Source: an optimization exercise on an open RTL-to-GDS flow (aim: small area). Production flows keep margins and buffers that such runs may drop.
Only simulation tests tie the RTL to the original design; equivalence was not proved.
The clock port is modelled as an ideal driver; clocking choices that lean on that would not hold on a real chip.
Power and IR drop assume default switching activity.

==> flow/design.v (excerpt) <==
module router_fifo(clk,rstn,din,rd_enb,wr_enb,d_out,lfd_state,sft_rst,full,empty);
Size: ~360 cells after synthesis.
Settings: LEC_CHECK=0, CAP_MARGIN=20, CORE_MARGIN=2, CORE_UTILIZATION=75, GPL_TIMING_DRIVEN=0, PLACE_DENSITY=0.82, SLEW_MARGIN=20; clock period 5.0 ns.
standard.sh (not shown) runs the stock make flow with config.mk's settings and CLKGATE_MAP_FILE= SYNTH_SCRIPT=/design/flow/synth_recipe.tcl, a recipe that flattens the netlist after the stock synthesis.
==> flow/flow/run.sh <==
#!/bin/bash
# Own layout flow:
#  1. the standard synthesis (standard.sh synth), unchanged;
#  2. its combinational logic re-mapped for area with ABC (remap.sh), every
#     flip-flop kept as the standard synthesis made it, and the result proven
#     equivalent to the standard netlist (if any step fails, the standard
#     netlist is kept);
#  3. the standard ORFS layout (standard.sh finish), with buf_1 port buffers,
#     no CTS dummy loads, and clock buffers downsized after CTS where the
#     flip-flop clock pins keep a slew under 110 ps (post_cts.tcl), and,
#     before repair_design (presize.tcl), nets with 30 or more loads split
#     into clusters driven by buf_2 (prebuf.tcl) and drivers of nets with a
#     slew over 1.2 ns upsized where that fixes it, so that repair_design
#     adds fewer and smaller buffers.
# Each tool's output goes to its own log file in this folder.
set -uo pipefail
W=$(pwd)
F=$W/flow
if [[ -x $FLOW_HOME/../tools/install/yosys/bin/yosys ]]; then
  export YOSYS=$FLOW_HOME/../tools/install/yosys/bin/yosys
fi
export BUFFER_PORTS_ARGS="-buffer_cell sky130_fd_sc_hd__buf_1"
export PRE_RESIZE_TCL=$F/presize.tcl
export POST_CTS_TCL=$F/post_cts.tcl
export CTS_ARGS="-sink_clustering_enable -repair_clock_nets -buf_list sky130_fd_sc_hd__clkbuf_8 -dont_use_dummy_load"
bash standard.sh synth > synth.log 2>&1 || exit 1
RES=$W/orfs/results/sky130hd/router_fifo/base
cp $RES/1_2_yosys.v $W/standard_netlist.v
if bash $F/remap.sh $W/standard_netlist.v $W/remapped.v $F/area.abc $W/remap > remap.log 2>&1; then
  echo "remapped netlist used" >> remap.log
  cp $W/remapped.v $RES/1_2_yosys.v
  rm -f $RES/1_synth.odb $RES/1_synth.sdc
  bash standard.sh synth > synth_remapped.log 2>&1 || exit 1
else
  echo "remap failed: standard netlist kept" >> remap.log
fi
bash standard.sh finish > layout.log 2>&1
==> flow/flow/genmodels.py <==
# Writes comb.v (Verilog models of the combinational cells, from the liberty
# functions) and seq.v (blackboxes of the sequential cells).
import re, sys
lib = open(sys.argv[1]).read()
comb, seq = [], []
def expr(f):
    f = f.strip().strip('"')
    f = f.replace('!', '~')
    f = re.sub(r'(?<=[\w)])\s+(?=[\w(~])', ' & ', f)  # implicit AND
    f = f.replace('*', '&').replace('+', '|')
    return f
for c in re.split(r'\n\s*cell\s*\(', lib)[1:]:
    name = re.match(r'\s*"?(\w+)"?', c).group(1)
    pins = re.findall(r'pin\s*\(\s*"?(\w+)"?\s*\)\s*\{(.*?)\n\s{8}\}', c, re.S)
    pins = []
    for m in re.finditer(r'\bpin\s*\(\s*"?(\w+)"?\s*\)', c):
        body = c[m.end():m.end()+20000]
        d = re.search(r'direction\s*:\s*"?(\w+)"?', body).group(1)
        fn = re.search(r'\bfunction\s*:\s*"([^"]*)"', body[:body.find('timing') if 'timing' in body else 3000])
        pins.append((m.group(1), d, fn.group(1) if fn else None))
    seen=set(); pins=[p for p in pins if not (p[0] in seen or seen.add(p[0]))]
    if not pins: continue
    is_seq = re.search(r'\b(ff|latch|statetable)\s*\(', c) is not None
    ports = ', '.join(p for p, _, _ in pins)
    decl = ''.join(f'  {"input" if d=="input" else "output" if d=="output" else "inout"} {p};\n' for p, d, _ in pins)
    if is_seq or any(d == 'output' and fn is None for p, d, fn in pins):
        seq.append(f'(* blackbox *)\nmodule {name}({ports});\n{decl}endmodule\n')
    else:
        body = ''.join(f'  assign {p} = {expr(fn)};\n' for p, d, fn in pins if d == 'output')
        comb.append(f'module {name}({ports});\n{decl}{body}endmodule\n')
open('comb.v', 'w').write('\n'.join(comb))
open('seq.v', 'w').write('\n'.join(seq))
print(len(comb), 'comb', len(seq), 'seq')

# Functional models of the plain and enable flip-flops, for the equivalence check.
ff = []
for n in re.findall(r'\n\s*cell\s*\(\s*"?(sky130_fd_sc_hd__e?dfxtp_\d)"?', lib):
    if n.split('__')[1].startswith('e'):
        ff.append(f'module {n}(CLK, D, DE, Q);\n  input CLK, D, DE;\n  output reg Q;\n  always @(posedge CLK) if (DE) Q <= D;\nendmodule\n')
    else:
        ff.append(f'module {n}(CLK, D, Q);\n  input CLK, D;\n  output reg Q;\n  always @(posedge CLK) Q <= D;\nendmodule\n')
open('ff.v', 'w').write('\n'.join(ff))
==> flow/flow/post_cts.tcl <==
# ORFS POST_CTS_TCL hook: downsize clock buffers while every flip-flop clock
# pin stays under 110 ps of slew.
source [file join [file dirname [info script]] clkdown.tcl]
set_propagated_clock [all_clocks]
clk_downsize 110e-12 {sky130_fd_sc_hd__clkbuf_1 sky130_fd_sc_hd__clkbuf_2 sky130_fd_sc_hd__clkbuf_4 sky130_fd_sc_hd__clkbuf_8}
Other scripts of this flow, unchanged in this note and not shown: flow/flow/area.abc, flow/flow/clkdown.tcl, flow/flow/dontuse.txt, flow/flow/prebuf.tcl, flow/flow/presize.tcl, flow/flow/remap.sh
Edit:
--- a/flow/flow/run.sh
+++ b/flow/flow/run.sh
@@ -9,3 +9,3 @@
 #     no CTS dummy loads, and clock buffers downsized after CTS where the
-#     flip-flop clock pins keep a slew under 110 ps (post_cts.tcl), and,
+#     flip-flop clock pins keep a slew under 116 ps (post_cts.tcl), and,
 #     before repair_design (presize.tcl), nets with 30 or more loads split
--- a/flow/flow/genmodels.py
+++ b/flow/flow/genmodels.py
@@ -13,3 +13,2 @@
     name = re.match(r'\s*"?(\w+)"?', c).group(1)
-    pins = re.findall(r'pin\s*\(\s*"?(\w+)"?\s*\)\s*\{(.*?)\n\s{8}\}', c, re.S)
     pins = []
@@ -20,3 +19,4 @@
         pins.append((m.group(1), d, fn.group(1) if fn else None))
-    seen=set(); pins=[p for p in pins if not (p[0] in seen or seen.add(p[0]))]
+    seen = set()  # some cells list a pin twice
+    pins = [p for p in pins if not (p[0] in seen or seen.add(p[0]))]
     if not pins: continue
==> flow/flow/post_cts.tcl (replaced) <==
# ORFS POST_CTS_TCL hook: downsize clock buffers while every flip-flop clock
# pin stays under 116 ps of slew.
source [file join [file dirname [info script]] clkdown.tcl]
set_propagated_clock [all_clocks]
clk_downsize 116e-12 {sky130_fd_sc_hd__clkbuf_1 sky130_fd_sc_hd__clkbuf_2 sky130_fd_sc_hd__clkbuf_4 sky130_fd_sc_hd__clkbuf_8}
--- a/flow/config.mk
+++ b/flow/config.mk
@@ -7,7 +7,6 @@
 export LEC_CHECK = 0
-export CAP_MARGIN = 20
+export CAP_MARGIN = 0
 export CORE_MARGIN = 2
-export CORE_UTILIZATION = 75
+export CORE_UTILIZATION = 60
 export GPL_TIMING_DRIVEN = 0
-export PLACE_DENSITY = 0.82
-export SLEW_MARGIN = 20
+export SLEW_MARGIN = 0
Result:
- The changed run finished clean
- worst hold slack is better by 0.0043 ns
- synthesized cell count is unchanged
- total power decreases by 1.0%
- area after synthesis does not change
Edit:
--- a/flow/flow/genmodels.py
+++ b/flow/flow/genmodels.py
@@ -13,2 +13,3 @@
     name = re.match(r'\s*"?(\w+)"?', c).group(1)
+    pins = re.findall(r'pin\s*\(\s*"?(\w+)"?\s*\)\s*\{(.*?)\n\s{8}\}', c, re.S)
     pins = []
@@ -19,4 +20,3 @@
         pins.append((m.group(1), d, fn.group(1) if fn else None))
-    seen = set()  # some cells list a pin twice
-    pins = [p for p in pins if not (p[0] in seen or seen.add(p[0]))]
+    seen=set(); pins=[p for p in pins if not (p[0] in seen or seen.add(p[0]))]
     if not pins: continue
--- a/flow/config.mk
+++ b/flow/config.mk
@@ -7,6 +7,6 @@
 export LEC_CHECK = 0
-export CAP_MARGIN = 0
+export CAP_MARGIN = 20
 export CORE_MARGIN = 2
-export CORE_UTILIZATION = 60
+export CORE_UTILIZATION = 50
 export GPL_TIMING_DRIVEN = 0
-export SLEW_MARGIN = 0
+export SLEW_MARGIN = 20
Result: Routed wire length came out higher by 6.4%; sequential share of layout area came out lower by 0.33 points; cell area came out higher by 0.45%; die area came out higher by about 20%; area after synthesis is unchanged; power stays flat; via count came out higher by 1.1%.

## static timing again, ports no longer ideal
In the flow no input, the clock included, has a driving cell. The finished layouts below were timed again as built, in two steps.
Step 1 (the two cells are an assumption about what drives the block):
set clk [get_ports {clk}]
set_driving_cell -lib_cell sky130_fd_sc_hd__clkbuf_16 $clk
set_driving_cell -lib_cell sky130_fd_sc_hd__buf_2 [delete_from_list [all_inputs] $clk]
Step 2 adds t to the input delays and takes it off the output delays; t is the mean of the earliest and latest rising clock arrival at the registers after step 1. Input paths then give back, and output paths get back, about the clock's delay inside the block.
Three values: no drivers, after step 1, after step 2; two values: the first two.
run | shift t [ns] | setup WS [ns] | hold WS [ns] | pins driven straight from the clock port
the first run | 0.449 | 1.114 / 1.114 / 1.114 | 0.414 / 0.414 / 0.414 | 1
the second run | 0.459 | 1.276 / 1.276 / 1.276 | 0.418 / 0.418 / 0.418 | 1
the third run | 0.458 | 1.079 / 1.079 / 1.079 | 0.433 / 0.433 / 0.433 | 1
After both steps setup and hold are still met in every run listed.
